What follows belongs to an exercise in optimizing a design on an open flow for small area and a short achievable clock period; a production flow would make more cautious choices.
Only simulation tests tie the RTL to the original design; equivalence was not proved.
No activity file was given, so power comes from the tool's default toggle rates.

==> flow/design.v <==
module sync_fifo
(
input               clk,
input               rst_n,
input               wen,
input   [15:0]      data_in,
output              full,
input               ren,
output  [15:0]      data_out,
output              empty
);
reg  [3:0]  wr_hi, wr_lo;
reg  [15:0] rd_oh;
reg         full_r;
reg         nempty_r;
reg  [15:0] mem [0:15];
reg  [15:0] data_out_r;
assign full     = full_r;
assign empty    = ~nempty_r;
assign data_out = data_out_r;
wire push = wen & ~full_r;
wire pop  = ren & nempty_r;
wire [15:0] wr_oh;
genvar i;
generate
    for (i = 0; i < 16; i = i + 1) begin : sel
        assign wr_oh[i] = wr_hi[i/4] & wr_lo[i%4];
    end
endgenerate
wire [3:0]  wr_lo1 = {wr_lo[2:0], wr_lo[3]};
wire [3:0]  wr_hi1 = {wr_hi[2:0], wr_hi[3]};
wire [15:0] wr_oh1 = {wr_oh[14:0], wr_oh[15]};
wire [15:0] rd_oh1 = {rd_oh[14:0], rd_oh[15]};
wire [3:0]  rd_lo  = rd_oh[3:0] | rd_oh[7:4] | rd_oh[11:8] | rd_oh[15:12];
wire        last_word  = |(rd_oh1 & wr_oh);
wire        last_space = |(wr_oh1 & rd_oh);
always @(posedge clk or negedge rst_n)
begin
    if (!rst_n) begin
        wr_hi    <= 4'd1;
        wr_lo    <= 4'd1;
        rd_oh    <= 16'd1;
        full_r   <= 1'b0;
        nempty_r <= 1'b0;
    end else begin
        if (push & wr_lo[3])
            wr_hi <= wr_hi1;
        if (push)
            wr_lo <= (last_space & ~pop) ? 4'd0 : wr_lo1;
        else if (pop & full_r)
            wr_lo <= rd_lo;
        if (pop)  rd_oh <= rd_oh1;
        if (push)
            nempty_r <= 1'b1;
        else if (pop)
            nempty_r <= ~last_word;
        if (pop)
            full_r <= 1'b0;
        else if (push)
            full_r <= last_space;
    end
end
reg [15:0] rd_word;
integer k;
always @*
begin
    rd_word = 16'd0;
    for (k = 0; k < 16; k = k + 1)
        rd_word = rd_word | (mem[k] & {16{rd_oh[k]}});
end
generate
    for (i = 0; i < 16; i = i + 1) begin : row
        always @(posedge clk)
            if (wr_oh[i])
                mem[i] <= data_in;
    end
endgenerate
always @(posedge clk)
    if (pop)
        data_out_r <= rd_word;
endmodule
Settings: LEC_CHECK=0, CAP_MARGIN=20, CORE_MARGIN=2, CORE_UTILIZATION=55, CTS_CLUSTER_DIAMETER=100, CTS_CLUSTER_SIZE=30, SETUP_SLACK_MARGIN=1.7, SLEW_MARGIN=20; clock period 3.5 ns.
run.sh (not shown) runs the stock make flow with config.mk's settings and CLKGATE_MAP_FILE= SYNTH_SCRIPT=/design/flow/synth_recipe.tcl, a recipe that flattens the netlist after the stock synthesis.
Next try:
==> flow/design.v (replaced) <==
module sync_fifo
(
input               clk,
input               rst_n,
input               wen,
input   [15:0]      data_in,
output              full,
input               ren,
output  [15:0]      data_out,
output              empty
);
reg  [15:0] wr_oh;
reg  [15:0] rd_oh;
reg         full_r;
reg         nempty_r;
reg  [15:0] mem [0:15];
reg  [15:0] data_out_r;
assign full     = full_r;
assign empty    = ~nempty_r;
assign data_out = data_out_r;
wire push = wen & ~full_r;
wire pop  = ren & nempty_r;
wire [15:0] wr_oh1     = {wr_oh[14:0], wr_oh[15]};
wire [15:0] rd_oh1     = {rd_oh[14:0], rd_oh[15]};
wire        last_word  = |(rd_oh1 & wr_oh);
wire        last_space = |(wr_oh1 & rd_oh);
always @(posedge clk or negedge rst_n)
begin
    if (!rst_n) begin
        wr_oh    <= 16'd1;
        rd_oh    <= 16'd1;
        full_r   <= 1'b0;
        nempty_r <= 1'b0;
    end else begin
        if (push) wr_oh <= wr_oh1;
        if (pop)  rd_oh <= rd_oh1;
        if (push)
            nempty_r <= 1'b1;
        else if (pop)
            nempty_r <= ~last_word;
        if (pop)
            full_r <= 1'b0;
        else if (push)
            full_r <= last_space;
    end
end
reg [15:0] rd_word;
integer k;
always @*
begin
    rd_word = 16'd0;
    for (k = 0; k < 16; k = k + 1)
        rd_word = rd_word | (mem[k] & {16{rd_oh[k]}});
end
genvar i;
generate
    for (i = 0; i < 16; i = i + 1) begin : row
        always @(posedge clk)
            if (wr_oh[i] & ~full_r)
                mem[i] <= data_in;
    end
endgenerate
always @(posedge clk)
    if (pop)
        data_out_r <= rd_word;
endmodule
The new run ran to the end with no violations.
Synthesized cell count falls by 9.7%.
Worst setup slack gets worse by 0.0068 ns.
Sequential share of layout area rose by 1.2 points.
Design area goes up by 0.55%.
Wire length came out lower by 8.0%.
Utilization stays flat.
Power goes up by 3.2%.
Die area grows by 0.66%.
Combinational power went down by about 10%.
Final cell count falls by 6.4%.
Synthesized area climbs by 0.68%.

port drivers added, routing unchanged:
How much do the figures lean on ideal ports? The routed layouts below were timed once more, with nothing changed but the port constraints.
Step 1 sets driving cells, clkbuf_16 on the clock port and buf_2 on the other inputs (assumed; they add their load-dependent delay and slew).
Step 2 also shifts input and output timing later by t, the mid clock arrival at the registers, as if the neighbouring blocks saw the same clock.
a / b / c = ideal / step 1 / step 2; a / b = the first two.
run	shift t [ns]	slack for setup (ns)	worst setup path after step 2	worst register clock-pin slew, ns	worst data-port slew with drivers (ns)
the first run	0.531	1.696 / 1.652 / 1.316	input to register	0.12 / 0.12	0.05
the second run	0.522	1.689 / 1.645 / 1.354	input to register	0.11 / 0.11	0.06
After both steps every run listed still meets setup and hold. For the first run, which loses most, drivers alone change the setup slack by -0.044 ns; drivers and shift together by -0.380 ns.
